This is an optimization exercise on Yosys and OpenROAD, whose aim is small area, a short achievable clock period and few clock cycles, not a production implementation.
Where RTL was checked, it was by simulation tests only, not by an equivalence proof against the original.
No functional check of the RTL was part of runs 1 to 3.
In every run shown here, the design's own scripts or RTL, not TritonCTS, make the clock network.
The clock input has no modelled driver; a real chip could not lean on it and would need a root buffer or a full tree.
Power and IR drop assume default switching activity.

## design.v

```verilog
`timescale 1ps/1ps
module Conv(
    input clk,
    input rst,
    input in_st,
    input [7:0] din,
    output reg [15:0] dout,
    output reg out_st
);
reg [7:0] pix [0:14];
reg [9:0] upart, vreg, va;
reg [11:0] hpart;
reg [10:0] r_sr [0:9];
wire [12:0] hfull = add12(hpart, {2'b00, vreg});
wire [10:0] hsum = hfull[11:1];
reg [6:0] cnt;
integer i;
function [12:0] add12;
    input [11:0] a;
    input [11:0] b;
    integer i, k;
    reg [3:0] s0, s1;
    reg k0, k1, c, p;
    begin
        c = 1'b0;
        for (k = 0; k < 3; k = k + 1) begin
            k0 = 1'b0;
            k1 = 1'b1;
            for (i = 0; i < 4; i = i + 1) begin
                p = a[4*k+i] ^ b[4*k+i];
                s0[i] = p ^ k0;
                s1[i] = p ^ k1;
                k0 = (a[4*k+i] & b[4*k+i]) | (k0 & p);
                k1 = (a[4*k+i] & b[4*k+i]) | (k1 & p);
            end
            add12[4*k +: 4] = c ? s1 : s0;
            c = c ? k1 : k0;
        end
        add12[12] = c;
    end
endfunction
always @(posedge clk) begin
    pix[0] <= din;
    for (i = 1; i < 15; i = i + 1)
        pix[i] <= pix[i-1];
    upart <= add12({3'b000, pix[6], 1'b0}, {4'b0000, pix[14]});
    vreg <= upart + {2'b00, din};
    va <= vreg;
    hpart <= add12({1'b0, vreg, 1'b0}, {2'b00, va});
    r_sr[0] <= hsum;
    for (i = 1; i < 10; i = i + 1)
        r_sr[i] <= r_sr[i-1];
end
wire row5 = (cnt < 7'd30) || (cnt >= 7'd60);
reg [10:0] rdel;
always @(*) begin
    if (cnt < 7'd36)      rdel = r_sr[9];
    else if (cnt < 7'd42) rdel = r_sr[7];
    else if (cnt < 7'd48) rdel = r_sr[5];
    else if (cnt < 7'd54) rdel = r_sr[3];
    else                  rdel = r_sr[1];
end
wire [10:0] rsel = row5 ? hsum : rdel;
always @(posedge clk) begin
    dout <= {5'b00000, rsel};
end
always @(posedge clk) begin
    if (rst) begin
        cnt <= 7'd0;
        out_st <= 1'b0;
    end
    else begin
        if (in_st)
            cnt <= 7'd1;
        else if (cnt != 7'd0)
            cnt <= cnt + 7'd1;
        out_st <= (cnt == 7'd29);
    end
end
endmodule
```

## flow/run.sh

```bash
#!/bin/bash
# Standard ORFS layout with these changes:
#  - the clock tree is built by flow/mantree.tcl (four root buffers, each
#    driving four leaf buffers) instead of ORFS's CTS;
#  - synthesis leaves adders to ABC instead of mapping them to full-adder cells;
#  - every input and output port gets a buf_2 buffer (instead of the slow
#    delay buffer buffer_ports picks by default); timing repair may resize it.
set -euo pipefail
HERE=$(cd "$(dirname "${BASH_SOURCE[0]}")" && pwd)
export PRE_CTS_TCL=$HERE/pre_cts.tcl
export MT_NX=4 MT_NY=4 MT_NROOT=4 MT_LEAF=sky130_fd_sc_hd__clkbuf_8 MT_ROOT=sky130_fd_sc_hd__clkbuf_8
bash standard.sh finish ADDER_MAP_FILE= \
  "BUFFER_PORTS_ARGS=-buffer_cell sky130_fd_sc_hd__buf_2" > orfs_flow.log 2>&1
```

## flow/mantree.tcl

```tcl
proc mantree_build {} {
  set nleafx [expr {[info exists ::env(MT_NX)] ? $::env(MT_NX) : 2}]
  set nleafy [expr {[info exists ::env(MT_NY)] ? $::env(MT_NY) : 5}]
  set leafm  [expr {[info exists ::env(MT_LEAF)] ? $::env(MT_LEAF) : "sky130_fd_sc_hd__clkbuf_16"}]
  set rootm  [expr {[info exists ::env(MT_ROOT)] ? $::env(MT_ROOT) : "sky130_fd_sc_hd__clkbuf_16"}]
  set nroot  [expr {[info exists ::env(MT_NROOT)] ? $::env(MT_NROOT) : 1}]
  set db [ord::get_db]
  set block [ord::get_db_block]
  set clknet [$block findNet clk]
  set vdd [$block findNet VDD]
  set vss [$block findNet VSS]
  set sinks {}
  foreach it [$clknet getITerms] {
    set inst [$it getInst]
    set bb [$inst getBBox]
    set x [expr {([$bb xMin] + [$bb xMax]) / 2}]
    set y [expr {([$bb yMin] + [$bb yMax]) / 2}]
    lappend sinks [list $x $y $it]
  }
  set n [llength $sinks]
  puts "mantree: $n clock sinks, $nleafx x $nleafy leaves"
  # columns by x
  set sx [lsort -integer -index 0 $sinks]
  set groups {}
  for {set c 0} {$c < $nleafx} {incr c} {
    set a [expr {$c * $n / $nleafx}]
    set b [expr {($c + 1) * $n / $nleafx - 1}]
    set col [lsort -integer -index 1 [lrange $sx $a $b]]
    set m [llength $col]
    for {set r 0} {$r < $nleafy} {incr r} {
      set a2 [expr {$r * $m / $nleafy}]
      set b2 [expr {($r + 1) * $m / $nleafy - 1}]
      lappend groups [lrange $col $a2 $b2]
    }
  }
  set lm [$db findMaster $leafm]
  set rm [$db findMaster $rootm]
  set rootnets {}
  for {set q 0} {$q < $nroot} {incr q} {
    set rn [odb::dbNet_create $block clknet_root_$q]
    $rn setSigType CLOCK
    lappend rootnets $rn
    set sumx($q) 0; set sumy($q) 0; set cnt($q) 0
  }
  set k 0
  foreach g $groups {
    if {$nroot == 0} {
      set q 0
      set rootnet $clknet
    } else {
      set q [expr {($k / $nleafy) * $nroot / $nleafx}]
      set rootnet [lindex $rootnets $q]
    }
    set gx 0; set gy 0
    foreach s $g { incr gx [lindex $s 0]; incr gy [lindex $s 1] }
    set gx [expr {$gx / [llength $g]}]
    set gy [expr {$gy / [llength $g]}]
    set buf [odb::dbInst_create $block $lm clkbuf_leaf_$k]
    $buf setLocation [expr {$gx - [$lm getWidth] / 2}] [expr {$gy - [$lm getHeight] / 2}]
    $buf setPlacementStatus PLACED
    [$buf findITerm VPWR] connect $vdd
    [$buf findITerm VPB] connect $vdd
    [$buf findITerm VGND] connect $vss
    [$buf findITerm VNB] connect $vss
    set net [odb::dbNet_create $block clknet_leaf_$k]
    $net setSigType CLOCK
    [$buf findITerm A] connect $rootnet
    [$buf findITerm X] connect $net
    foreach s $g {
      set it [lindex $s 2]
      $it disconnect
      $it connect $net
    }
    if {$nroot > 0} { incr sumx($q) $gx; incr sumy($q) $gy; incr cnt($q) }
    incr k
  }
  for {set q 0} {$q < $nroot} {incr q} {
  set rootnet [lindex $rootnets $q]
  set rx [expr {$sumx($q) / $cnt($q)}]
  set ry [expr {$sumy($q) / $cnt($q)}]
  set root [odb::dbInst_create $block $rm clkbuf_root_$q]
  $root setLocation [expr {$rx - [$rm getWidth] / 2}] [expr {$ry - [$rm getHeight] / 2}]
  $root setPlacementStatus PLACED
  [$root findITerm VPWR] connect $vdd
  [$root findITerm VPB] connect $vdd
  [$root findITerm VGND] connect $vss
  [$root findITerm VNB] connect $vss
  [$root findITerm A] connect $clknet
  [$root findITerm X] connect $rootnet
  puts "mantree: root $q at $rx $ry, $cnt($q) leaves"
  }
  $clknet setSigType CLOCK
}
```

## flow/pre_cts.tcl

```tcl
# Runs before ORFS's CTS step: build the two-level clock tree by hand, then
# make the step's clock_tree_synthesis call only switch to propagated clocks.
source [file join [file dirname [info script]] mantree.tcl]
mantree_build
rename clock_tree_synthesis {}
proc clock_tree_synthesis {args} {
  puts "clock tree built by mantree.tcl; skipping clock_tree_synthesis $args"
  set_propagated_clock [all_clocks]
}
```

## standard.sh

```bash
#!/bin/bash
# synth_recipe.tcl (not shown) runs the flow's synth.tcl, then flattens the netlist and writes it again
# the make line also repeats each setting of config.mk as NAME=value (left out here)
make -C /OpenROAD-flow-scripts/flow DESIGN_CONFIG=/design/flow/config.mk WORK_HOME=/design/flow/orfs CLKGATE_MAP_FILE= SYNTH_SCRIPT=/design/flow/synth_recipe.tcl "${@:-finish}"
```

## config.mk

```make
export PLATFORM = sky130hd
export DESIGN_NAME = Conv
export DESIGN_NICKNAME = Conv
export VERILOG_FILES = /design/flow/design.v
export SDC_FILE = /design/flow/constraint.sdc
export NUM_CORES = 4
export LEC_CHECK = 0
export ABC_AREA = 1
export CAP_MARGIN = 20
export CORE_MARGIN = 2
export CORE_UTILIZATION = 40
export SETUP_SLACK_MARGIN = 4.0
export SLEW_MARGIN = 20
```

## constraint.sdc

```tcl
create_clock -name core_clock -period 6.0 [get_ports {clk}]
set_input_delay 1.2000 -clock core_clock [delete_from_list [all_inputs] [get_ports {clk}]]
set_output_delay 1.2000 -clock core_clock [all_outputs]
set_load 0.01 [all_outputs]
```

==> metrics.cfg, run 1 <==
[die]
dieArea_um2=20500
start_util_pct=41.1
fp.dieW_um=143
rows=50
core-area_um2=18800
num_io_pins=28
die-height_um=143

[setup_path]
r2r_setup_slack_ps=4120
start_kind=input pin
cpPeakStageDelay_ps=150
cp_max_fo=3
worstSetupEndpointType=flip-flop
slowest_stage=o21ai_2
crit_type=in2reg
crit_chain=buf_8 > xnor2_4 > o21ai_2 > nand2_1 > nand2_2 > nand2_2 > nand2_2 > nand2_2 > nand2_4 > o21bai_4 > a21oi_2 > nand2_1 > nand2_2 > nand2_2 > xnor2_1
critical_path_arrival_ps=2520
reg2reg_from=vreg[1]$_DFF_P_
endpoint=vreg[9]$_DFF_P_
startpoint=din[1]
r2r-end=dout[10]$_DFF_P_
crit_required_ps=6220
crit_top_cell=nand2_2
ff2ff_path_depth=18

[drt]
avgRoutedWirePerCell_um=11.0
dr.pass1.iters=4
ant_nets=0
wirelength_um=10400
drc=0
drt-initial-drc-count=167
viasPerCell=4.30
vias=4081

[placed_design]
place.port_buffers=22
placed_cell_area_um2=8150
dp_cells=908
dp_hpwl_um=6730
pre_cts_slack_ps=3150
gp_congestion=0.814

[timing]
min_period_over_period_pct=38.3
max_slew_margin_pct=55.1
fin_skew_ps=15.6
max_freq_mhz=435
rsz0062_at_grt=yes
setup_viol=0
fin_tns_setup_ps=0
timing.hold.ws_ps=322
maxSlewViolCount=0
finalHoldViolations=0
fin_ws_ps=3700
fin_crit_ps=2300
tightestPinTransition_ps=673

[synthesis]
synth_top_cell_area_share_pct=75.3
synth-adder-area-share_pct=0.259
synthMuxAreaShare_pct=0.647
synth_warnings=3
synth-compound-area-share_pct=5.33
post_synth_num_cell_types=41
async_flop_share_pct=0
synth.most_common_cell=dfxtp_1
netlist_area_um2=7740
netlist_top_cells_area=dfxtp_1 75%, xor2_1 4.6%, nand2_1 4.6%
synth_top_family_by_area=simple AND/OR/NAND/NOR gates
synthXorXnorAreaFrac_pct=6.79
synth_common_cells=291 x dfxtp_1, 94 x nand2_1, 41 x xor2_1
syn_area_per_cell_um2=12.2
synth_ff_type=dfxtp_1
synth_top_area_cell=dfxtp_1
synth-edff-count=0
synth_cells=633
seq_area_frac_synth_pct=75.3
synth-simple-area-share_pct=9.34
synth_seq_cells=291

[layout]
area_growth_syn_to_layout_pct=13.3
final_nets=701
fin_area_um2=8770
fin_cells=948
drive_above_1_share_pct=18.0
postLayoutCoreUtil_pct=46.6
diodes=0

[power_and_ir_drop]
power_mw=4.48
ir_drop_v=0.000213
p_leak_nw=3.77
powerDensity_nw_per_um2=511

[global_routing]
grt_max_degree=21
grt_pass1_wl_um=17500
grt_overflow_total=0
antenna_found_initial=0
grt.total_usage_pct=10.1
grt_pass1_vias=3903

[clock_network]
clk_latency_ps=320
clkTransAtPathRegs_ps=100
hold_buffers=0

[worst_hold_path]
hp-class=reg2reg

[run]
maxCapViolCount=0

[outcome]
status=finished clean

state kept, by name, summed over array words and instances, names as in the netlist:
name / cells
vreg: 10
upart: 10
pix: 120
out_st: 1
va: 10
r_sr: 110
cnt: 7
dout: 11
hpart: 12
how the worst min path moves through the flow:
stage / from / end / slack [ps] / cells after the start
detailed placement: pix[9][6]$_DFF_P_ / pix[10][6]$_DFF_P_ / 310 / 0
CTS: pix[5][7]$_DFF_P_ / pix[6][7]$_DFF_P_ / 330 / 0
floorplan: va[0]$_DFF_P_ / hpart[0]$_DFF_P_ / 310 / 0
finish: pix[5][7]$_DFF_P_ / pix[6][7]$_DFF_P_ / 320 / 0
global placement: pix[5][6]$_DFF_P_ / pix[6][6]$_DFF_P_ / 310 / 0
global route: pix[5][7]$_DFF_P_ / pix[6][7]$_DFF_P_ / 340 / 0
worst max-delay path, delay by kind of cell:
kind	cells	cell delay, ps
AO/OA/AOI/OAI	3	350
XOR/XNOR	2	230
buffers and inverters	1	110
AND/OR/NAND/NOR	9	630
layer usage:
layer | global-route usage [%] | vias up | part of all wire (%) | routed length (um)
met4 | 3.44 | 0 | 3.8 | 398
li1 | - | 2092 | - | -
met2 | 17.0 | 63 | 47 | 4900
met1 | 14.0 | 1897 | 47 | 4850
met5 | 0 | - | 0 | 0
met3 | 0.671 | 29 | 2.7 | 279
cell usage in the layout, fill, tap and decap left out, types with 2 or more instances in the layout:
| cell type | n |
|---|---|
| xnor2_1 | 13 |
| and2_1 | 2 |
| xor2_1 | 40 |
| o211ai_1 | 6 |
| mux2i_1 | 5 |
| nor2_1 | 37 |
| dfxtp_1 | 281 |
| o21ai_2 | 5 |
| dfxtp_2 | 8 |
| o21ai_0 | 9 |
| a21boi_1 | 2 |
| inv_1 | 25 |
| nand2_1 | 82 |
| nor2_4 | 4 |
| maj3_1 | 2 |
| a211oi_1 | 7 |
| inv_2 | 2 |
| conb_1 | 5 |
| a21oi_1 | 9 |
| nand3_1 | 5 |
| buf_4 | 20 |
| nor3_1 | 4 |
| o21ai_1 | 22 |
| nand2_2 | 18 |
| nor4_1 | 2 |
| buf_6 | 4 |
| nand2_4 | 3 |
| clkbuf_8 | 20 |
| buf_2 | 17 |
| dfxtp_4 | 2 |
| nand3_2 | 8 |
repair_timing:
item / CTS / global route
pin swaps: 9 / 18
gates resized for setup: 16 / 39
endpoints found under the setup margin: 15 / 23
buffers inserted: 7 / 13
report_power, final:
| part | switching, mW | total (mW) | internal [mW] |
|---|---|---|---|
| Combinational | 0.494 | 0.915 | 0.420 |
| Clock | 0.498 | 0.802 | 0.304 |
| Sequential | 0.237 | 2.77 | 2.53 |
| Total | 1.23 | 4.48 | 3.25 |
kinds of logic (layout without fill, tap and decap cells):
logic type | Yosys count | after routing
xor+xnor | 57 | 57
simple gates | 169 | 169
buf+inv | 41 | 92
flops | 291 | 291
other cells | 1 | 5
mux | 5 | 5
fa+ha+maj | 2 | 2
compound gates | 67 | 67
cell type report:
| class | instances | area, um2 |
|---|---|---|
| flip-flops and latches | 291 | 5840 |
| plain buffers | 20 | 275 |
| well taps | 260 | 325 |
| fillers | 1685 | 10100 |
| multi-input cells | 305 | 1900 |
| repair buffers | 43 | 315 |
| inverters | 29 | 113 |
==> run 2, diff against run 1 <==
--- a/design.v
+++ b/design.v
@@ -17,2 +17,4 @@
 integer i;
+wire [9:0] vsum;
+ConvVAdd u_vadd(.u(upart), .d(din), .s(vsum));
 function [12:0] add12;
@@ -46,3 +48,3 @@
     upart <= add12({3'b000, pix[6], 1'b0}, {4'b0000, pix[14]});
-    vreg <= upart + {2'b00, din};
+    vreg <= vsum;
     va <= vreg;
@@ -80 +82,8 @@
 endmodule
+module ConvVAdd(
+    input [9:0] u,
+    input [7:0] d,
+    output [9:0] s
+);
+assign s = u + {2'b00, d};
+endmodule
--- a/config.mk
+++ b/config.mk
@@ -13 +13,2 @@
 export SLEW_MARGIN = 20
+export SYNTH_HIERARCHICAL = 1
==> run 2 against run 1 <==
Against the previous run: highest routed layer unchanged; synthesized area up 3.9%; core utilization down 0.43 points; clock skew up 5.6 ps; setup slack better by 310 ps; critical endpoint is now dout[0]; die area up 3.8%; cell area up 3.1%; largest power group unchanged; cell count up 6.8%; critical path depth down 14; register-to-register slack about the same; first-iteration DRC count down 10%; clock power up 0.7%; routed wire length up 14%.
==> metrics.cfg, run 2 <==
[power_and_ir_drop]
power_switching_mw=1.22  ; was 1.23 mW
pwr-share-comb_pct=19.7  ; was 20.4%
internal_power_mw=3.20  ; was 3.25 mW
p_sw_share_pct=27.6  ; was 27.4%
p_leak_nw=3.94  ; was 3.77 nW
powerDensity_nw_per_um2=489  ; was 511 nW/um2
p_seq_share_pct=62.1  ; was 61.7%
ir_drop_v=0.000246  ; was 0.000213 V
power_mw=4.42  ; was 4.48 mW
clkPwrFrac_pct=18.3  ; was 17.9%

[die]
core-area_um2=19600  ; was 18800 um2
die-height_um=146  ; was 143 um
dieArea_um2=21300  ; was 20500 um2
start_util_pct=41.0  ; was 41.1%
fp.dieW_um=146  ; was 143 um
num_io_pins=28  ; unchanged
rows=51  ; was 50

[layout]
final_nets=760  ; was 701
fillCellCount=1808  ; was 1685
top_register=pix  ; unchanged
diodes=0  ; unchanged
drive_above_1_share_pct=18.6  ; was 18.0%
final_common_cell=dfxtp_1  ; unchanged
largest_reg_flops=120  ; unchanged
postLayoutCoreUtil_pct=46.1  ; was 46.6%
area_growth_syn_to_layout_pct=12.4  ; was 13.3%
final_cell_mix=278 x dfxtp_1, 104 x nand2_1, 46 x nor2_1, 36 x inv_1, 32 x xor2_1  ; was 281 x dfxtp_1, 82 x nand2_1, 40 x xor2_1, 37 x nor2_1, 25 x inv_1
reg.largest.list=pix: 120 flops, r_sr: 110 flops, hpart: 12 flops  ; unchanged

[placed_design]
dp_hpwl_um=7720  ; was 6730 um
gp_congestion=0.798  ; was 0.814
place.port_buffers=22  ; unchanged
pre_cts_slack_ps=3730  ; was 3150 ps

[drt]
drc=0  ; unchanged
ant_nets=0  ; unchanged
drt-initial-drc-count=150  ; was 167
vias=4442  ; was 4081
viasPerCell=4.39  ; was 4.30
wirelength_um=11900  ; was 10400 um
dr.pass1.iters=4  ; unchanged
avgRoutedWirePerCell_um=11.7  ; was 11.0 um

[timing]
finalHoldViolations=0  ; unchanged
rsz0062_at_grt=yes  ; unchanged
fin_ws_ps=4010  ; was 3700 ps
maxSlewViolCount=0  ; unchanged
fin_skew_ps=21.2  ; was 15.6 ps
min_period_over_period_pct=33.1  ; was 38.3%
fin_tns_setup_ps=0  ; unchanged
fin_crit_ps=1990  ; was 2300 ps
max_freq_mhz=503  ; was 435 MHz
setup_viol=0  ; unchanged

[synthesis]
synth_cells=697  ; was 633
synth_warnings=9  ; was 3
seq_area_frac_synth_pct=72.5  ; was 75.3%
synth_ff_type=dfxtp_1  ; unchanged
synth_common_cells=291 x dfxtp_1, 104 x nand2_1, 50 x nor2_1  ; was 291 x dfxtp_1, 94 x nand2_1, 41 x xor2_1
synth_top_area_cell=dfxtp_1  ; unchanged
syn_area_per_cell_um2=11.5  ; was 12.2 um2
post_synth_num_cell_types=41  ; unchanged
synth.most_common_cell=dfxtp_1  ; unchanged
synth-edff-count=0  ; unchanged
async_flop_share_pct=0  ; unchanged
netlist_top_cells_area=dfxtp_1 72%, nand2_1 4.9%, xor2_1 3.7%  ; was dfxtp_1 75%, xor2_1 4.6%, nand2_1 4.6%
synth_seq_cells=291  ; unchanged
netlist_area_um2=8040  ; was 7740 um2
synth_top_cell_area_share_pct=72.5  ; was 75.3%

[global_routing]
grtUsageMet2_pct=18.8  ; was 17.0%
grt_use_met3_pct=0.752  ; was 0.671%
grt.total_usage_pct=10.6  ; was 10.1%
antenna_found_initial=0  ; unchanged
grt_pass1_vias=4244  ; was 3903
grt_overflow_total=0  ; unchanged
use_met1_pct=13.6  ; was 14.0%
grt_pass1_wl_um=19400  ; was 17500 um
grt_max_degree=21  ; unchanged
grt.busiest_layer=met2  ; unchanged

[setup_path]
slowest_stage=dfxtp_2  ; was o21ai_2
cpPeakStageDelay_ps=350  ; was 150 ps
crit_type=reg2out  ; was in2reg
critical_path.top_delay_family=flip-flops  ; was simple AND/OR/NAND/NOR gates
crit_buf_inv=1  ; unchanged
start_kind=flip-flop  ; was input pin
crit_chain=buf_6  ; was buf_8 > xnor2_4 > o21ai_2 > nand2_1 > nand2_2 > nand2_2 > nand2_2 > nand2_2 > nand2_4 > o21bai_4 > a21oi_2 > nand2_1 > nand2_2 > nand2_2 > xnor2_1
cp_max_fo=1  ; was 3
worstSetupEndpointType=output port  ; was flip-flop
critical_path_arrival_ps=790  ; was 2520 ps
crit_required_ps=4800  ; was 6220 ps

[outcome]
status=finished clean  ; unchanged

[clock_network]
hold_buffers=0  ; unchanged
clkTransAtPathRegs_ps=110  ; was 100 ps
clk_latency_ps=320  ; about the same

[run]
maxCapViolCount=0  ; unchanged

[worst_hold_path]
hp-class=reg2reg  ; unchanged

[run 2: path summary, 6_finish.rpt]
check,slack [ps],end,startpoint,depth (start not counted)
setup reg to reg,4120,dout[4]$_DFF_P_,cnt[3]$_SDFFE_PP0P_,9
hold reg to reg,310,pix[14][2]$_DFF_P_,pix[13][2]$_DFF_P_,0
hold / removal,310,pix[14][2]$_DFF_P_,pix[13][2]$_DFF_P_,0
setup / recovery,4010,dout[0],dout[0]$_DFF_P_,1
[run 2: logic make-up after synthesis]
kind of cell / after synthesis / synth area share [%]
buffers and inverters: 57 / 2.97
other: 1 / 0.0466
flip-flops: 291 / 72.5
AO/OA/AOI/OAI: 74 / 5.57
XOR/XNOR: 47 / 5.21
AND/OR/NAND/NOR: 219 / 12.7
adder cells (fa/ha/maj): 2 / 0.249
multiplexers: 6 / 0.747
[run 2: per-stage QoR]
step | hold slack, ps | cell area (um2) | cells
2_1_floorplan | 310 | 8060 | 701
4_1_cts | 317 | 8770 | 1001
3_3_place_gp | 310 | 8430 | 977
5_1_grt | 322 | 9040 | 1012
3_5_place_dp | 312 | 8430 | 977
6_report | 312 | 9040 | 1012
[run 2: final cells by class]
class,count,area [um2],area share (%)
Timing Repair Buffer,36,278,3.07
Multi-Input combinational cell,354,2120,23.5
Inverter,45,180,1.99
Timing Repair inverter,1,7.51,0.0831
Sequential cell,291,5840,64.7
Tap cell,265,332,3.67
Buffer,20,275,3.05
[run 2: modules after synthesis (local to each module, per instance)]
module | cells | times used | flops+latches
Conv | 592 | 1 | 291
ConvVAdd | 105 | 1 | 0
[run 2: power by group through the flow]
stage	clock network, mW	logic [mW]	registers (mW)
after floorplan	0	0.595	2.71
after global placement	0	0.773	2.75
after detailed placement	0	0.783	2.77
after CTS	0.848	0.790	2.74
after global routing	0.915	0.977	2.81
final	0.808	0.869	2.75
[run 2: layer usage]
metal	vias to the layer above	share of wire [%]
met1	2073	46
met5	-	0
met2	57	49
met4	0	3.5
li1	2283	-
met3	29	2.3
[run 2: what timing repair did]
| action | CTS | global route |
|---|---|---|
| cloned | 0 | 2 |
| endpoints found under the hold margin | 0 | 0 |
| pin swaps | 0 | 5 |
| buffers inserted | 4 | 9 |
| setup endpoints to repair | 19 | 27 |
| resized for setup | 15 | 43 |
==> run 3, diff against run 2 <==
--- a/design.v
+++ b/design.v
@@ -13,3 +13,4 @@
 reg [10:0] r_sr [0:9];
-wire [12:0] hfull = add12(hpart, {2'b00, vreg});
+wire [12:0] hfull;
+ConvHAdd u_hadd(.a(hpart), .b(vreg), .s(hfull));
 wire [10:0] hsum = hfull[11:1];
@@ -19,2 +20,6 @@
 ConvVAdd u_vadd(.u(upart), .d(din), .s(vsum));
+wire [9:0] usum;
+ConvUAdd u_uadd(.a(pix[6]), .b(pix[14]), .s(usum));
+wire [11:0] hpsum;
+ConvPAdd u_padd(.a(vreg), .b(va), .s(hpsum));
 function [12:0] add12;
@@ -47,6 +52,6 @@
         pix[i] <= pix[i-1];
-    upart <= add12({3'b000, pix[6], 1'b0}, {4'b0000, pix[14]});
+    upart <= usum;
     vreg <= vsum;
     va <= vreg;
-    hpart <= add12({1'b0, vreg, 1'b0}, {2'b00, va});
+    hpart <= hpsum;
     r_sr[0] <= hsum;
@@ -89 +94,22 @@
 endmodule
+module ConvHAdd(
+    input [11:0] a,
+    input [9:0] b,
+    output [12:0] s
+);
+assign s = a + {2'b00, b};
+endmodule
+module ConvUAdd(
+    input [7:0] a,
+    input [7:0] b,
+    output [9:0] s
+);
+assign s = {1'b0, a, 1'b0} + {2'b00, b};
+endmodule
+module ConvPAdd(
+    input [9:0] a,
+    input [9:0] b,
+    output [11:0] s
+);
+assign s = {1'b0, a, 1'b0} + {2'b00, b};
+endmodule
--- a/config.mk
+++ b/config.mk
@@ -7,3 +7,2 @@
 export LEC_CHECK = 0
-export ABC_AREA = 1
 export CAP_MARGIN = 20
==> run 3 against run 2 <==
Against the previous run: still clean; combinational power increased by about 50%; cell area rose by 2.9%; critical path depth up 6; first-iteration DRC count increased by 33%; global-route usage rose by 1.2 points; total power up 13%; register-to-register slack worse by 450 ps; cell count shrank 5.5%; via count increased by 1.6%; die area increased by 3.1%; synthesized cell count decreased by 7.0%; critical path type is now in2reg; largest power group unchanged; highest routed layer unchanged.
==> metrics.cfg, run 3 <==
[global_routing]
grt.total_usage_pct=11.7  ; was 10.6%
antenna_found_initial=0  ; unchanged
grt_overflow_total=0  ; unchanged
grt_max_degree=20  ; was 21
grt_pass1_vias=4463  ; was 4244
grt_pass1_wl_um=21600  ; was 19400 um

[layout]
largest_reg_flops=120  ; unchanged
area_growth_syn_to_layout_pct=12.1  ; was 12.4%
fin_cells=956  ; was 1012
final_common_cell=dfxtp_1  ; unchanged
final_cell_mix=278 x dfxtp_1, 42 x xnor2_1, 37 x nand2_1, 30 x nor2_1, 22 x a31oi_1  ; was 278 x dfxtp_1, 104 x nand2_1, 46 x nor2_1, 36 x inv_1, 32 x xor2_1
final_nets=699  ; was 760
drive_above_1_share_pct=18.5  ; was 18.6%
diodes=0  ; unchanged
top_register=pix  ; unchanged
reg.largest.list=pix: 120 flops, r_sr: 110 flops, hpart: 12 flops  ; unchanged

[timing]
rsz0062_at_grt=yes  ; unchanged
min_period_over_period_pct=41.9  ; was 33.1%
fin_skew_ps=8.24  ; was 21.2 ps
setup_viol=0  ; unchanged
tightestPinTransition_ps=709
maxSlewViolCount=0  ; unchanged
finalHoldViolations=0  ; unchanged
max_slew_margin_pct=52.7
max_freq_mhz=398  ; was 503 MHz
fin_crit_ps=2510  ; was 1990 ps
fin_tns_setup_ps=0  ; unchanged

[drt]
top_layer=met4  ; unchanged
vias=4513  ; was 4442
wirelength_um=13300  ; was 11900 um
routed-wl-met2_um=6290  ; was 5770 um
viasPerCell=4.72  ; was 4.39
drt-initial-drc-count=200  ; was 150
wl_met1_um=6260  ; was 5400 um
drc=0  ; unchanged
avgRoutedWirePerCell_um=13.9  ; was 11.7 um
met3_length_um=352  ; was 269 um
dr.pass1.iters=4  ; unchanged
ant_nets=0  ; unchanged

[die]
core-area_um2=20300  ; was 19600 um2
num_io_pins=28  ; unchanged
dieArea_um2=21900  ; was 21300 um2
start_util_pct=40.9  ; was 41.0%
die-height_um=148  ; was 146 um
rows=52  ; was 51
fp.dieW_um=148  ; was 146 um

[placed_design]
dp_cells=917  ; was 977
gp_congestion=0.761  ; was 0.798
dp_hpwl_um=8250  ; was 7720 um
place.port_buffers=22  ; unchanged

[setup_path]
worstSetupEndpointType=flip-flop  ; was output port
crit_type=in2reg  ; was reg2out
reg2reg_from=vreg[6]$_DFF_P_  ; was cnt[3]$_SDFFE_PP0P_
critical_path_arrival_ps=2720  ; was 790 ps
crit_required_ps=6210  ; was 4800 ps
start_kind=input pin  ; was flip-flop
cp_max_fo=5  ; was 1
startpoint=din[2]  ; was dout[0]$_DFF_P_
r2r_setup_slack_ps=3670  ; was 4120 ps

[clock_network]
clk_latency_ps=320  ; about the same
hold_buffers=0  ; unchanged
clkTransAtPathRegs_ps=100  ; was 110 ps

[power_and_ir_drop]
p_leak_nw=3.63  ; was 3.94 nW
powerDensity_nw_per_um2=536  ; was 489 nW/um2
ir_drop_v=0.000222  ; was 0.000246 V

[synthesis]
synth_warnings=11  ; was 9
synth_cells=648  ; was 697
syn_area_per_cell_um2=12.8  ; was 11.5 um2
netlist_area_um2=8300  ; was 8040 um2

[outcome]
status=finished clean  ; unchanged

[worst_hold_path]
holdCritStartpoint=pix[5][3]$_DFF_P_  ; was pix[13][2]$_DFF_P_
hp-class=reg2reg  ; unchanged

[run]
maxCapViolCount=0  ; unchanged

==> run 3: metal layers <==
metal	up-vias	track usage, %
li1	2284	-
met1	2122	15.4
met2	77	20.6
met3	30	0.741
met4	0	4.05
met5	-	0
==> run 3: worst paths after layout <==
path | endpoint | cells past startpoint
worst max-delay path | vreg[6]$_DFF_P_ | 7
worst max register to register | dout[9]$_DFF_P_ | 7
worst min register to register | pix[6][3]$_DFF_P_ | 0
worst min-delay path | pix[6][3]$_DFF_P_ | 0
==> run 3: worst max-delay path: stages <==
cell and delay (ps):
buf_6 110, o22a_4 220, a221oi_4 290, a21oi_4 90
maj3_2 330, maj3_2 320, xor2_1 150
==> run 3: cell type report <==
cell class,instances,area (um2)
plain buffers,20,275
multi-input cells,330,2500
inverters,3,11.3
well taps,270,338
fillers,1817,11000
repair buffers,42,310
flip-flops and latches,291,5860
==> run 3: what timing repair did <==
action                     4_1_cts  5_1_grt
setup buffers                    5       14
setup endpoints to repair       25       23
pin swaps                        8       15
gates resized for setup         34       28
gates cloned                     0        0
==> run 3: through the flow <==
stage                     hold WS, ps  setup slack (ps)  util [%]  cell area, um2  total power [mW]
after floorplan                   310              3350         -            8340              3.73
after global placement            310              3140      42.3            8590              3.95
after detailed placement          312              3080      42.4            8600              4.02
after CTS                         331              3460      44.5            9040              4.90
after global routing              339              3440      45.8            9300              5.29
final                             328              3490      45.8            9300              4.99
==> run 3: power breakdown <==
part	internal [mW]	switching [mW]
clock network	0.304	0.505
logic	0.654	0.646
registers	2.54	0.335
==> run 4, diff against run 3 <==
==> design.v (replaced) <==
`timescale 1ps/1ps
module Conv(
    input clk,
    input rst,
    input in_st,
    input [7:0] din,
    output reg [15:0] dout,
    output reg out_st
);
reg [7:0] pix [0:15];
reg [9:0] upart, vreg, va;
reg [11:0] hpart;
reg [10:0] r_sr [0:9];
wire [12:0] hfull = add12(hpart, {2'b00, vreg});
wire [10:0] hsum = hfull[11:1];
reg [6:0] cnt;
integer i;
function [12:0] add12;
    input [11:0] a;
    input [11:0] b;
    integer i, k;
    reg [3:0] s0, s1;
    reg k0, k1, c, p;
    begin
        c = 1'b0;
        for (k = 0; k < 3; k = k + 1) begin
            k0 = 1'b0;
            k1 = 1'b1;
            for (i = 0; i < 4; i = i + 1) begin
                p = a[4*k+i] ^ b[4*k+i];
                s0[i] = p ^ k0;
                s1[i] = p ^ k1;
                k0 = (a[4*k+i] & b[4*k+i]) | (k0 & p);
                k1 = (a[4*k+i] & b[4*k+i]) | (k1 & p);
            end
            add12[4*k +: 4] = c ? s1 : s0;
            c = c ? k1 : k0;
        end
        add12[12] = c;
    end
endfunction
always @(posedge clk) begin
    pix[0] <= din;
    for (i = 1; i < 16; i = i + 1)
        pix[i] <= pix[i-1];
    upart <= add12({3'b000, pix[7], 1'b0}, {4'b0000, pix[15]});
    vreg <= add12({2'b00, upart}, {4'b0000, pix[0]});
    va <= vreg;
    hpart <= add12({1'b0, vreg, 1'b0}, {2'b00, va});
    r_sr[0] <= hsum;
    for (i = 1; i < 10; i = i + 1)
        r_sr[i] <= r_sr[i-1];
end
wire row5 = (cnt < 7'd31) || (cnt >= 7'd61);
wire s0 = (cnt < 7'd37);
wire s1 = !s0 && (cnt < 7'd43);
wire s2 = (cnt >= 7'd43) && (cnt < 7'd49);
wire s3 = (cnt >= 7'd49) && (cnt < 7'd55);
wire s4 = (cnt >= 7'd55);
wire [10:0] rdel = ({11{s0}} & r_sr[9]) | ({11{s1}} & r_sr[7]) | ({11{s2}} & r_sr[5])
                 | ({11{s3}} & r_sr[3]) | ({11{s4}} & r_sr[1]);
wire [10:0] rsel = row5 ? hsum : rdel;
always @(posedge clk) begin
    dout <= {5'b00000, rsel};
end
always @(posedge clk) begin
    if (rst) begin
        cnt <= 7'd0;
        out_st <= 1'b0;
    end
    else begin
        if (in_st)
            cnt <= 7'd1;
        else if (cnt != 7'd0)
            cnt <= cnt + 7'd1;
        out_st <= (cnt == 7'd30);
    end
end
endmodule
--- a/config.mk
+++ b/config.mk
@@ -7,7 +7,7 @@
 export LEC_CHECK = 0
+export ABC_AREA = 1
 export CAP_MARGIN = 20
 export CORE_MARGIN = 2
-export CORE_UTILIZATION = 40
+export CORE_UTILIZATION = 55
 export SETUP_SLACK_MARGIN = 4.0
 export SLEW_MARGIN = 20
-export SYNTH_HIERARCHICAL = 1
==> run 4 against run 3 <==
Against the previous run: still clean on timing, DRC and antenna; cell area fell by 6.1%; first-iteration DRC count is 3.5% higher; routed wire length down 20%; largest cell class unchanged.
==> metrics.cfg, run 4 <==
[outcome]
status=finished clean  ; unchanged

[global_routing]
grt_pass1_wl_um=16900  ; was 21600 um
grt_max_degree=20  ; unchanged
grt.total_usage_pct=13.5  ; was 11.7%
grt_pass1_vias=3851  ; was 4463
antenna_found_initial=0  ; unchanged
grt_overflow_total=0  ; unchanged

[synthesis]
synth_seq_cells=299
synth_cells=635  ; was 648
synth_top_area_cell=dfxtp_1
netlist_top_cells_area=dfxtp_1 77%, nand2_1 5.1%, xor2_1 4.6%
synth.most_common_cell=dfxtp_1
synth_ff_type=dfxtp_1
synth_common_cells=299 x dfxtp_1, 107 x nand2_1, 41 x xor2_1
netlist_area_um2=7820  ; was 8300 um2
seq_area_frac_synth_pct=76.5
post_synth_num_cell_types=37
synth_warnings=3  ; was 11
syn_area_per_cell_um2=12.3  ; was 12.8 um2
synth_top_cell_area_share_pct=76.5
async_flop_share_pct=0
synth-edff-count=0

[timing]
fin_tns_setup_ps=0  ; unchanged
min_period_over_period_pct=33.0  ; was 41.9%
maxSlewViolCount=0  ; unchanged
rsz0062_at_grt=yes  ; unchanged
fin_skew_ps=19.9  ; was 8.24 ps
finalHoldViolations=0  ; unchanged
setup_viol=0  ; unchanged
fin_crit_ps=1980  ; was 2510 ps
max_freq_mhz=505  ; was 398 MHz

[setup_path]
slowest_stage=dfxtp_2  ; was maj3_2
start_kind=flip-flop  ; was input pin
crit_buf_inv=1  ; unchanged
critical_path_arrival_ps=780  ; was 2720 ps
worstSetupEndpointType=output port  ; was flip-flop
crit_type=reg2out  ; was in2reg
critical_path.top_delay_family=flip-flops  ; was adder cells
crit_required_ps=4800  ; was 6210 ps
cp_max_fo=1  ; was 5
crit_chain=buf_6  ; was buf_6 > o22a_4 > a221oi_4 > a21oi_4 > maj3_2 > maj3_2 > xor2_1
cpPeakStageDelay_ps=360  ; was 330 ps

[layout]
area_growth_syn_to_layout_pct=11.6  ; was 12.1%
final_nets=706  ; was 699
diodes=0  ; unchanged
fillCellCount=1127  ; was 1817
reg.largest.list=pix: 128 flops, r_sr: 110 flops, hpart: 12 flops  ; was pix: 120 flops, r_sr: 110 flops, hpart: 12 flops
multi_input_area_um2=1760  ; was 2500 um2
final_cell_mix=286 x dfxtp_1, 105 x nand2_1, 40 x xor2_1, 33 x nor2_1, 25 x inv_1  ; was 278 x dfxtp_1, 42 x xnor2_1, 37 x nand2_1, 30 x nor2_1, 22 x a31oi_1
final_common_cell=dfxtp_1  ; unchanged
fin_cells=873  ; was 956
top_register=pix  ; unchanged
largest_reg_flops=128  ; was 120
seq_area_um2=6010  ; was 5860 um2
drive_above_1_share_pct=18.0  ; was 18.5%

[power_and_ir_drop]
ir_drop_v=0.000292  ; was 0.000222 V
p_seq_share_pct=62.6  ; was 57.7%
clkPwrFrac_pct=18.1  ; was 16.2%
p_leak_nw=3.76  ; was 3.63 nW
power_switching_mw=1.23  ; was 1.49 mW
powerDensity_nw_per_um2=518  ; was 536 nW/um2
internal_power_mw=3.29  ; was 3.50 mW
pwr-share-comb_pct=19.3  ; was 26.1%
p_sw_share_pct=27.2  ; was 29.8%

[placed_design]
gp_congestion=0.824  ; was 0.761
dp_hpwl_um=6750  ; was 8250 um
place.port_buffers=22  ; unchanged
dp_cells=831  ; was 917

[drt]
vias=4068  ; was 4513
drt-initial-drc-count=207  ; was 200
dr.pass1.iters=4  ; unchanged
avgRoutedWirePerCell_um=12.1  ; was 13.9 um
viasPerCell=4.66  ; was 4.72
drc=0  ; unchanged
wirelength_um=10600  ; was 13300 um
ant_nets=0  ; unchanged

[worst_hold_path]
hp-class=reg2reg  ; unchanged

[die]
start_util_pct=56.4  ; was 40.9%
num_io_pins=28  ; unchanged
core-area_um2=13900  ; was 20300 um2
die-height_um=123  ; was 148 um
fp.dieW_um=123  ; was 148 um
dieArea_um2=15200  ; was 21900 um2
rows=43  ; was 52

[clock_network]
clkTransAtPathRegs_ps=110  ; was 100 ps
clk_latency_ps=320  ; about the same
hold_buffers=0  ; unchanged

[run]
maxCapViolCount=0  ; unchanged

## run 4: changes by cell type in the layout (fill, tap and decap cells not counted), moves of 13 or more
cell	previous run	this run
inv_1	3	25
a31oi_1	22	7
nand2_1	37	105
xnor2_1	42	13
o22ai_1	13	0
o211ai_1	17	0
xor2_1	20	40
## run 4: worst paths after layout
path	from	to	slack [ps]	cells past startpoint
setup / recovery	dout[8]$_DFF_P_	dout[8]	4020	1
hold / removal	pix[13][2]$_DFF_P_	pix[14][2]$_DFF_P_	320	0
setup reg to reg	cnt[6]$_SDFFE_PP0P_	dout[9]$_DFF_P_	4120	9
hold reg to reg	pix[13][2]$_DFF_P_	pix[14][2]$_DFF_P_	320	0
## run 4: area by class of cell
type,instances,share of cell area (%)
Buffer,20,3.15
Inverter,29,1.33
Multi-Input combinational cell,298,20.1
Sequential cell,299,68.8
Tap cell,180,2.58
Timing Repair Buffer,47,3.97
## run 4: metal layers
layer	global-route usage [%]	vias up	wire length, um
met4	4.47	0	401
li1	-	2107	-
met2	23.7	57	4890
met1	17.8	1882	5050
met5	0	-	0
met3	0.830	22	252
## run 4: power groups by stage
stage | registers [mW] | clock network [mW] | logic [mW]
2_1_floorplan | 2.80 | 0 | 0.623
3_3_place_gp | 2.85 | 0 | 0.781
3_5_place_dp | 2.87 | 0 | 0.802
4_1_cts | 2.83 | 0.847 | 0.812
5_1_grt | 2.90 | 0.907 | 0.992
6_report | 2.83 | 0.819 | 0.871
## run 4: worst reg2reg max path, delay by kind of cell (launching register included)
family | cells | cell delay (ps)
flops | 1 | 470
simple gates | 4 | 370
compound gates | 2 | 480
buf+inv | 3 | 470
## run 4: stage by stage
step	setup WS, ps	util, %	hold slack (ps)	power, mW	area [um2]
finish	4020	62.9	316	4.52	8730
global route	3960	62.9	323	4.80	8730
CTS	3990	61.0	309	4.49	8460
detailed placement	3730	58.5	312	3.67	8120
global placement	3800	58.5	310	3.63	8120
floorplan	4150	-	310	3.42	7840
## run 4: timing repair
action,CTS,global route
setup buffers,3,19
pin swaps,0,11
endpoints found under the setup margin,15,22
resized for setup,16,37
## run 4: kinds of logic after synthesis
logic type | count (synthesis) | share of synthesized area, %
xor+xnor | 55 | 6.25
compound gates | 42 | 3.77
simple gates | 193 | 10.6
other cells | 1 | 0.0479
buf+inv | 42 | 2.42
fa+ha+maj | 3 | 0.416
flops | 299 | 76.5
Testbench counts of run 4, summed over its fixed seeds: cycles 6,264.
==> run 5, diff against run 4 <==
--- a/config.mk
+++ b/config.mk
@@ -10,3 +10,3 @@
 export CORE_MARGIN = 2
-export CORE_UTILIZATION = 55
+export CORE_UTILIZATION = 75
 export SETUP_SLACK_MARGIN = 4.0
==> run 5 against run 4 <==
Against the previous run: largest cell class unchanged; critical path type unchanged; die area fell by 26%; first-iteration DRC count decreased by 13%; synthesized cell count stayed put; fmax is 0.16% higher; cell count fell by 6.2%; combinational power up 1%; register-to-register slack lost 90 ps.
==> metrics.cfg, run 5 <==
[outcome]
status=finished clean  ; unchanged

[placed_design]
place.port_buffers=22  ; unchanged
dp_hpwl_um=7470  ; was 6750 um
gp_congestion=0.859  ; was 0.824

[drt]
wirelength_um=12800  ; was 10600 um
dr.pass1.iters=4  ; unchanged
drc=0  ; unchanged
ant_nets=0  ; unchanged
viasPerCell=5.21  ; was 4.66
vias=4269  ; was 4068
drt-initial-drc-count=180  ; was 207
avgRoutedWirePerCell_um=15.6  ; was 12.1 um

[global_routing]
antenna_found_initial=0  ; unchanged
grt_max_degree=20  ; unchanged
grt.busiest_layer=met2  ; unchanged
grtUsageMet2_pct=38.2  ; was 23.7%
grt.total_usage_pct=20.9  ; was 13.5%
use_met1_pct=26.6  ; was 17.8%
grt_use_met3_pct=1.53  ; was 0.830%
grt_pass1_wl_um=19300  ; was 16900 um
grt_overflow_total=0  ; unchanged
grt_pass1_vias=4285  ; was 3851

[setup_path]
cp_max_fo=1  ; unchanged
reg2reg_from=cnt[4]$_SDFFE_PP0P_  ; was cnt[6]$_SDFFE_PP0P_
slowest_stage=dfxtp_1  ; was dfxtp_2
crit_buf_inv=1  ; unchanged
critical_path_arrival_ps=780  ; about the same
crit_type=reg2out  ; unchanged
critical_path.top_delay_family=flip-flops  ; unchanged
r2r_setup_slack_ps=4030  ; was 4120 ps
worstSetupEndpointType=output port  ; unchanged
r2r-end=dout[1]$_DFF_P_  ; was dout[9]$_DFF_P_
cpPeakStageDelay_ps=330  ; was 360 ps
ff2ff_path_depth=8  ; was 9
crit_chain=buf_2  ; was buf_6
crit_required_ps=4800  ; about the same
start_kind=flip-flop  ; unchanged

[clock_network]
clkTransAtPathRegs_ps=100  ; was 110 ps
clk_latency_ps=320  ; about the same

[die]
fp.dieW_um=106  ; was 123 um
core-area_um2=10200  ; was 13900 um2
dieArea_um2=11300  ; was 15200 um2
num_io_pins=28  ; unchanged
start_util_pct=76.5  ; was 56.4%
rows=37  ; was 43
die-height_um=106  ; was 123 um

[timing]
fin_crit_ps=1980  ; about the same
setup_viol=0  ; unchanged
max_freq_mhz=506  ; was 505 MHz
finalHoldViolations=0  ; unchanged
fin_skew_ps=22.3  ; was 19.9 ps
maxSlewViolCount=0  ; unchanged
fin_tns_setup_ps=0  ; unchanged
rsz0062_at_grt=yes  ; unchanged
min_period_over_period_pct=33.0  ; about the same

[worst_hold_path]
hp-class=reg2reg  ; unchanged
worstHoldEndpoint=upart[0]$_DFF_P_  ; was pix[14][2]$_DFF_P_
hold_depth=0  ; unchanged
holdCritStartpoint=pix[15][0]$_DFF_P_  ; was pix[13][2]$_DFF_P_

[layout]
top_register=pix  ; unchanged
final_nets=696  ; was 706
area_growth_syn_to_layout_pct=10.4  ; was 11.6%
diodes=0  ; unchanged
reg.largest.list=pix: 128 flops, r_sr: 110 flops, hpart: 12 flops  ; unchanged
postLayoutCoreUtil_pct=84.4  ; was 62.9%
final_cell_mix=283 x dfxtp_1, 102 x nand2_1, 41 x xor2_1, 32 x nor2_1, 25 x inv_1  ; was 286 x dfxtp_1, 105 x nand2_1, 40 x xor2_1, 33 x nor2_1, 25 x inv_1
largest_reg_flops=128  ; unchanged
fillCellCount=515  ; was 1127
drive_above_1_share_pct=18.3  ; was 18.0%
final_common_cell=dfxtp_1  ; unchanged

[synthesis]
syn_area_per_cell_um2=12.3  ; unchanged
netlist_top_cells_area=dfxtp_1 77%, nand2_1 5.1%, xor2_1 4.6%  ; unchanged
synth_ff_type=dfxtp_1  ; unchanged
post_synth_num_cell_types=37  ; unchanged
synth_top_cell_area_share_pct=76.5  ; unchanged
synth_warnings=3  ; unchanged
seq_area_frac_synth_pct=76.5  ; unchanged
synth-edff-count=0  ; unchanged
synth.most_common_cell=dfxtp_1  ; unchanged
synth_top_area_cell=dfxtp_1  ; unchanged
synth_cells=635  ; unchanged
netlist_area_um2=7820  ; unchanged
synth_seq_cells=299  ; unchanged
async_flop_share_pct=0  ; unchanged
synth_common_cells=299 x dfxtp_1, 107 x nand2_1, 41 x xor2_1  ; unchanged

[run]
maxCapViolCount=0  ; unchanged

[power_and_ir_drop]
powerDensity_nw_per_um2=528  ; was 518 nW/um2
p_leak_nw=3.73  ; was 3.76 nW
ir_drop_v=0.000369  ; was 0.000292 V

[run 5: kinds of logic (layout without fill, tap and decap cells)]
| logic type | Yosys count | in the layout | synth area share (%) |
|---|---|---|---|
| XOR/XNOR | 55 | 55 | 6.25 |
| buffers and inverters | 42 | 86 | 2.42 |
| other | 1 | 5 | 0.0479 |
| AND/OR/NAND/NOR | 193 | 193 | 10.6 |
| flip-flops | 299 | 299 | 76.5 |
| adder cells (fa/ha/maj) | 3 | 3 | 0.416 |
| AO/OA/AOI/OAI | 42 | 42 | 3.77 |
[run 5: through the flow]
stage               hold slack (ps)  setup WS [ps]  power, mW  cells  area, um2
floorplan                       310           4150       3.42    639       7840
global placement                310           3420       3.60    785       8050
detailed placement              312           3330       3.67    785       8050
CTS                             328           4000       4.48    810       8420
global route                    326           3890       4.78    819       8630
finish                          322           4020       4.55    819       8630
[run 5: repair_timing]
item                                    4_1_cts  5_1_grt
endpoints found under the setup margin       14       23
buffers inserted                              5        9
hold buffers                                  0        0
gates resized for setup                      16       47
pin swaps                                     2       11
[run 5: where the power goes]
part / switching (mW) / leakage (nW) / internal [mW] / total (mW)
registers: 0.265 / 2.52 / 2.58 / 2.84
clock network: 0.522 / 0.144 / 0.305 / 0.827
logic: 0.498 / 1.06 / 0.386 / 0.883
total: 1.28 / 3.73 / 3.27 / 4.55
[run 5: final cells by class]
cell class,instances,area (um2),area share (%)
inverter,29,113,1.30
multi-input combinational,298,1800,20.9
tap,136,170,1.97
timing repair buffer,37,264,3.06
buffer,20,275,3.19
sequential,299,6010,69.6
[run 5: how the worst max path moves through the flow]
stage,depth (start not counted),end,startpoint
after CTS,13,vreg[9]$_DFF_P_,pix[0][1]$_DFF_P_
after floorplan,3,cnt[2]$_SDFFE_PP0P_,in_st
after global routing,10,dout[9]$_DFF_P_,cnt[2]$_SDFFE_PP0P_
after detailed placement,11,dout[10]$_DFF_P_,cnt[2]$_SDFFE_PP0P_
final,1,dout[10],dout[10]$_DFF_P_
after global placement,11,dout[10]$_DFF_P_,cnt[2]$_SDFFE_PP0P_
[run 5: metal layers]
layer | routed length [um] | share of wire, %
met1 | 5330 | 42
met2 | 6670 | 52
met3 | 387 | 3.0
met4 | 393 | 3.1
met5 | 0 | 0
==> run 6, diff against run 5 <==
--- a/config.mk
+++ b/config.mk
@@ -10,4 +10,5 @@
 export CORE_MARGIN = 2
-export CORE_UTILIZATION = 75
+export CORE_UTILIZATION = 65
 export SETUP_SLACK_MARGIN = 4.0
 export SLEW_MARGIN = 20
+export TNS_END_PERCENT = 5
==> run 6 against run 5 <==
Against the previous run: still clean on timing, DRC and antenna; core utilization fell by 13 points; clock power fell by 2%; synthesized cell count did not move; combinational power fell by 9.1%; register-to-register slack improved by 90 ps; first-iteration DRC count rose by 32%; global-route usage fell by 4.7 points; via count fell by 4.3%; setup slack got worse by 37 ps; synthesized area did not move; cell count rose by 0.98%; largest cell class unchanged; largest power group unchanged.
==> metrics.cfg, run 6 <==
[drt]
wirelength_um=10600  ; was 12800 um
drc=0  ; unchanged
viasPerCell=4.94  ; was 5.21
dr.pass1.iters=4  ; unchanged
vias=4084  ; was 4269
drt-initial-drc-count=238  ; was 180
ant_nets=0  ; unchanged
avgRoutedWirePerCell_um=12.8  ; was 15.6 um

[global_routing]
grt_max_degree=20  ; unchanged
grt_pass1_vias=3828  ; was 4285
grt_pass1_wl_um=17300  ; was 19300 um
grt.total_usage_pct=16.2  ; was 20.9%
grt_overflow_total=0  ; unchanged
antenna_found_initial=0  ; unchanged

[layout]
top_register=pix  ; unchanged
diodes=0  ; unchanged
drive_above_1_share_pct=13.4  ; was 18.3%
fin_area_um2=8510  ; was 8630 um2
final_cell_mix=295 x dfxtp_1, 107 x nand2_1, 41 x xor2_1, 38 x nor2_1, 26 x inv_1  ; was 283 x dfxtp_1, 102 x nand2_1, 41 x xor2_1, 32 x nor2_1, 25 x inv_1
area_growth_syn_to_layout_pct=8.73  ; was 10.4%
final_nets=693  ; was 696
reg.largest.list=pix: 128 flops, r_sr: 110 flops, hpart: 12 flops  ; unchanged
final_common_cell=dfxtp_1  ; unchanged
largest_reg_flops=128  ; unchanged

[synthesis]
netlist_top_cells_area=dfxtp_1 77%, nand2_1 5.1%, xor2_1 4.6%  ; unchanged
synth_top_area_cell=dfxtp_1  ; unchanged
synth_cells=635  ; unchanged
synth.most_common_cell=dfxtp_1  ; unchanged
seq_area_frac_synth_pct=76.5  ; unchanged
synth_seq_cells=299  ; unchanged
synth_warnings=3  ; unchanged
syn_area_per_cell_um2=12.3  ; unchanged
synth_ff_type=dfxtp_1  ; unchanged
async_flop_share_pct=0  ; unchanged
post_synth_num_cell_types=37  ; unchanged
synth_common_cells=299 x dfxtp_1, 107 x nand2_1, 41 x xor2_1  ; unchanged
synth-edff-count=0  ; unchanged
netlist_area_um2=7820  ; unchanged
synth_top_cell_area_share_pct=76.5  ; unchanged

[timing]
fin_skew_ps=16.8  ; was 22.3 ps
max_slew_margin_pct=66.4
rsz0062_at_grt=yes  ; unchanged
min_period_over_period_pct=33.6  ; was 33.0%
tightestPinTransition_ps=502
fin_tns_setup_ps=0  ; unchanged
finalHoldViolations=0  ; unchanged
fin_crit_ps=2010  ; was 1980 ps
maxSlewViolCount=0  ; unchanged
max_freq_mhz=497  ; was 506 MHz
setup_viol=0  ; unchanged

[power_and_ir_drop]
p_leak_nw=3.68  ; was 3.73 nW
powerDensity_nw_per_um2=521  ; was 528 nW/um2
ir_drop_v=0.000300  ; was 0.000369 V

[setup_path]
crit_required_ps=4800  ; about the same
critical_path.top_delay_family=flip-flops  ; unchanged
crit_type=reg2out  ; unchanged
slowest_stage=dfxtp_1  ; unchanged
cpPeakStageDelay_ps=360  ; was 330 ps
crit_chain=buf_2  ; unchanged
cp_max_fo=1  ; unchanged
critical_path_arrival_ps=810  ; was 780 ps
start_kind=flip-flop  ; unchanged
worstSetupEndpointType=output port  ; unchanged
crit_buf_inv=1  ; unchanged

[die]
fp.dieW_um=114  ; was 106 um
start_util_pct=65.9  ; was 76.5%
core-area_um2=11900  ; was 10200 um2
die-height_um=114  ; was 106 um
num_io_pins=28  ; unchanged
dieArea_um2=12900  ; was 11300 um2
rows=40  ; was 37

[placed_design]
place.port_buffers=22  ; unchanged
placed_cell_area_um2=8060  ; was 8050 um2
gp_congestion=0.746  ; was 0.859
dp_hpwl_um=6700  ; was 7470 um

[outcome]
status=finished clean  ; unchanged

[worst_hold_path]
hp-class=reg2reg  ; unchanged

[run]
maxCapViolCount=0  ; unchanged

[clock_network]
clkTransAtPathRegs_ps=100  ; about the same
clk_latency_ps=320  ; about the same

## run 6: cell types whose count changed in the layout (fill, tap and decap cells not counted), sizes merged
cell,before,now
buf,37,34
## run 6: final cells by class
| type | instances | area, um2 |
|---|---|---|
| sequential | 299 | 5990 |
| buffer | 20 | 275 |
| inverter | 29 | 113 |
| multi-input combinational | 298 | 1740 |
| tap | 147 | 184 |
| timing repair buffer | 34 | 204 |
| fill | 846 | 3360 |
## run 6: routing by layer
metal | up-vias | global-route usage [%] | share of wire [%]
met1 | 1873 | 21.5 | 46
met4 | 0 | 4.80 | 3.4
li1 | 2089 | - | -
met3 | 25 | 0.956 | 3.3
met2 | 97 | 29.1 | 47
met5 | - | 0 | 0
## run 6: logic make-up after synthesis
kind of cell	synth area share, %
buf+inv	2.42
xor+xnor	6.25
compound gates	3.77
fa+ha+maj	0.416
simple gates	10.6
flops	76.5
other cells	0.0479
## run 6: what timing repair did
item                                   4_1_cts  5_1_grt
gates resized for setup                      9       17
setup endpoints to repair                   13       21
gates cloned                                 0        0
endpoints found under the hold margin        0        0
hold buffers                                 0        0
pin swaps                                    1        3
buffers inserted                             1       10
## run 6: final timing paths
kind / start / endpoint / slack, ps / cells after the start
setup / recovery: dout[8]$_DFF_P_ / dout[8] / 3990 / 1
hold / removal: pix[6][7]$_DFF_P_ / pix[7][7]$_DFF_P_ / 320 / 0
setup reg to reg: cnt[4]$_SDFFE_PP0P_ / dout[1]$_DFF_P_ / 4120 / 8
hold reg to reg: pix[6][7]$_DFF_P_ / pix[7][7]$_DFF_P_ / 320 / 0
## run 6: metrics by stage
| stage | std cells | total power [mW] | hold slack [ps] | utilization [%] | worst slack, ps |
|---|---|---|---|---|---|
| finish | 827 | 4.43 | 321 | 71.7 | 3990 |
| global route | 827 | 4.71 | 319 | 71.7 | 3930 |
| CTS | 817 | 4.46 | 314 | 70.6 | 3860 |
| detailed placement | 796 | 3.65 | 312 | 67.9 | 3200 |
| global placement | 796 | 3.61 | 309 | 67.9 | 3370 |
| floorplan | 639 | 3.42 | 310 | - | 4150 |
## run 6: where the power goes
group          switching [mW]  internal (mW)
sequential              0.240           2.57
clock                   0.506          0.304
combinational           0.447          0.356
==> run 7, diff against run 6 <==
--- a/config.mk
+++ b/config.mk
@@ -13,2 +13 @@
 export SLEW_MARGIN = 20
-export TNS_END_PERCENT = 5
==> run 7 against run 6 <==
Against the previous run: still clean on timing, DRC and antenna; synthesized cell count did not move; global-route usage increased by 0.32 points; sequential share of layout area shrank 0.34 points; first-iteration DRC count down 22%; clock power is essentially flat; critical endpoint unchanged; largest power group unchanged.
==> metrics.cfg, run 7 <==
[placed_design]
place.port_buffers=22  ; unchanged
dp_hpwl_um=6700  ; unchanged
gp_congestion=0.746  ; unchanged
dp_cells=796  ; unchanged

[setup_path]
slowest_stage=dfxtp_2  ; was dfxtp_1
cp_max_fo=1  ; unchanged
worstSetupEndpointType=output port  ; unchanged
cpPeakStageDelay_ps=350  ; was 360 ps
crit_required_ps=4800  ; about the same
crit_type=reg2out  ; unchanged
critical_path.top_delay_family=flip-flops  ; unchanged
critical_path_arrival_ps=780  ; was 810 ps
start_kind=flip-flop  ; unchanged
crit_buf_inv=1  ; unchanged
crit_chain=buf_6  ; was buf_2

[power_and_ir_drop]
powerDensity_nw_per_um2=521  ; about the same
ir_drop_v=0.000300  ; about the same
power_mw=4.46  ; was 4.43 mW
p_leak_nw=3.69  ; was 3.68 nW

[synthesis]
synth_cells=635  ; unchanged
post_synth_num_cell_types=37  ; unchanged
synth_warnings=3  ; unchanged
synth.most_common_cell=dfxtp_1  ; unchanged
netlist_top_cells_area=dfxtp_1 77%, nand2_1 5.1%, xor2_1 4.6%  ; unchanged
syn_area_per_cell_um2=12.3  ; unchanged
seq_area_frac_synth_pct=76.5  ; unchanged
synth_top_cell_area_share_pct=76.5  ; unchanged
synth-edff-count=0  ; unchanged
netlist_area_um2=7820  ; unchanged
synth_common_cells=299 x dfxtp_1, 107 x nand2_1, 41 x xor2_1  ; unchanged
synth_seq_cells=299  ; unchanged
synth_top_area_cell=dfxtp_1  ; unchanged
synth_ff_type=dfxtp_1  ; unchanged
async_flop_share_pct=0  ; unchanged

[timing]
fin_crit_ps=1980  ; was 2010 ps
finalHoldViolations=0  ; unchanged
maxSlewViolCount=0  ; unchanged
fin_tns_setup_ps=0  ; unchanged
rsz0062_at_grt=yes  ; unchanged
fin_skew_ps=17.2  ; was 16.8 ps
max_freq_mhz=506  ; was 497 MHz
min_period_over_period_pct=32.9  ; was 33.6%
setup_viol=0  ; unchanged

[drt]
dr.pass1.iters=4  ; unchanged
vias=4104  ; was 4084
wirelength_um=10600  ; about the same
drt-initial-drc-count=186  ; was 238
avgRoutedWirePerCell_um=12.9  ; was 12.8 um
drc=0  ; unchanged
ant_nets=0  ; unchanged
viasPerCell=4.96  ; was 4.94

[die]
fp.dieW_um=114  ; unchanged
rows=40  ; unchanged
die-height_um=114  ; unchanged
dieArea_um2=12900  ; unchanged
core-area_um2=11900  ; unchanged
num_io_pins=28  ; unchanged
start_util_pct=65.9  ; unchanged

[layout]
largest_reg_flops=128  ; unchanged
multi_input_area_um2=1760  ; was 1740 um2
seq_area_um2=6000  ; was 5990 um2
reg.largest.list=pix: 128 flops, r_sr: 110 flops, hpart: 12 flops  ; unchanged
area_growth_syn_to_layout_pct=9.37  ; was 8.73%
final_cell_mix=288 x dfxtp_1, 106 x nand2_1, 41 x xor2_1, 36 x nor2_1, 25 x inv_1  ; was 295 x dfxtp_1, 107 x nand2_1, 41 x xor2_1, 38 x nor2_1, 26 x inv_1
final_common_cell=dfxtp_1  ; unchanged
fin_cells=827  ; unchanged
fillCellCount=833  ; was 846
drive_above_1_share_pct=15.6  ; was 13.4%
postLayoutCoreUtil_pct=72.1  ; was 71.7%
diodes=0  ; unchanged
top_register=pix  ; unchanged
final_nets=693  ; unchanged

[run]
maxCapViolCount=0  ; unchanged

[outcome]
status=finished clean  ; unchanged

[global_routing]
grt_overflow_total=0  ; unchanged
grt.total_usage_pct=16.6  ; was 16.2%
grt_pass1_vias=3905  ; was 3828
grt_pass1_wl_um=17700  ; was 17300 um
grt_max_degree=20  ; unchanged
antenna_found_initial=0  ; unchanged

[clock_network]
clk_latency_ps=320  ; about the same
clkTransAtPathRegs_ps=100  ; about the same

[worst_hold_path]
hp-class=reg2reg  ; unchanged

==> run 7: cell counts after synthesis <==
Identical to the previous run, type by type.
==> run 7: area by class of cell <==
class                           instances  share of cell area [%]
Buffer                                 20                    3.22
Timing Repair Buffer                   34                    2.53
Inverter                               29                    1.36
Multi-Input combinational cell        298                    20.6
Sequential cell                       299                    70.1
Tap cell                              147                    2.15
==> run 7: repair_timing <==
action	CTS	global route
pin swaps	2	4
hold buffers	0	0
buffers inserted	5	6
hold endpoints to repair	0	0
setup endpoints to repair	13	21
gates resized for setup	15	26
==> run 7: worst paths after layout <==
| kind | startpoint | to | slack, ps | cells past startpoint |
|---|---|---|---|---|
| min | pix[6][7]$_DFF_P_ | pix[7][7]$_DFF_P_ | 320 | 0 |
| max | dout[8]$_DFF_P_ | dout[8] | 4020 | 1 |
| min reg2reg | pix[6][7]$_DFF_P_ | pix[7][7]$_DFF_P_ | 320 | 0 |
| max reg2reg | cnt[0]$_SDFFE_PP0P_ | dout[0]$_DFF_P_ | 4120 | 11 |
==> run 7: routing by layer <==
layer / vias to the layer above / global-route usage [%] / share of wire (%)
met5: - / 0 / 0
met4: 0 / 5.20 / 3.5
met3: 29 / 1.12 / 3.5
met2: 105 / 29.7 / 47
met1: 1885 / 21.7 / 46
li1: 2085 / - / -
==> run 7: cells by family after synthesis <==
logic type	Yosys count	share of synthesized area, %
simple gates	193	10.6
xor+xnor	55	6.25
compound gates	42	3.77
flops	299	76.5
other cells	1	0.0479
fa+ha+maj	3	0.416
buf+inv	42	2.42
==> run 7: power breakdown <==
part | internal [mW] | switching [mW]
registers | 2.58 | 0.242
clock network | 0.305 | 0.507
logic | 0.371 | 0.454
==> run 7: stage by stage <==
step	area [um2]	hold WS [ps]	setup WS, ps
floorplan	7840	310	4150
CTS	8430	314	4000
global placement	8060	309	3370
detailed placement	8060	312	3200
finish	8560	321	4020
global route	8560	319	3950

-- static timing again, ports no longer ideal --
In the flow no input, the clock included, has a driving cell. The finished layouts below were timed again as built, in two steps.
Step 1 assumes that a clkbuf_16 drives the clock port and a buf_2 every other input.
Step 2 also shifts input and output timing later by t, the mid clock arrival at the registers, as if the neighbouring blocks saw the same clock.
Three values: ideal, step 1, step 2; two values: the first two.
| run | shift t [ns] | setup WS [ns] | cell pins on the clock port's net |
|---|---|---|---|
| run 1 | 0.374 | 3.701 / 3.727 / 3.353 | 4 |
| run 2 | 0.371 | 4.011 / 3.952 / 3.737 | 4 |
| run 3 | 0.374 | 3.486 / 3.517 / 3.143 | 4 |
| run 4 | 0.371 | 4.019 / 3.960 / 4.044 | 4 |
| run 5 | 0.368 | 4.022 / 3.967 / 4.027 | 4 |
| run 6 | 0.366 | 3.986 / 3.929 / 4.071 | 4 |
| run 7 | 0.367 | 4.023 / 3.966 / 4.060 | 4 |
After both steps every run listed still meets setup and hold. The setup slack of run 1, which loses most, moves by +0.026 ns with the drivers and by -0.348 ns with both steps.
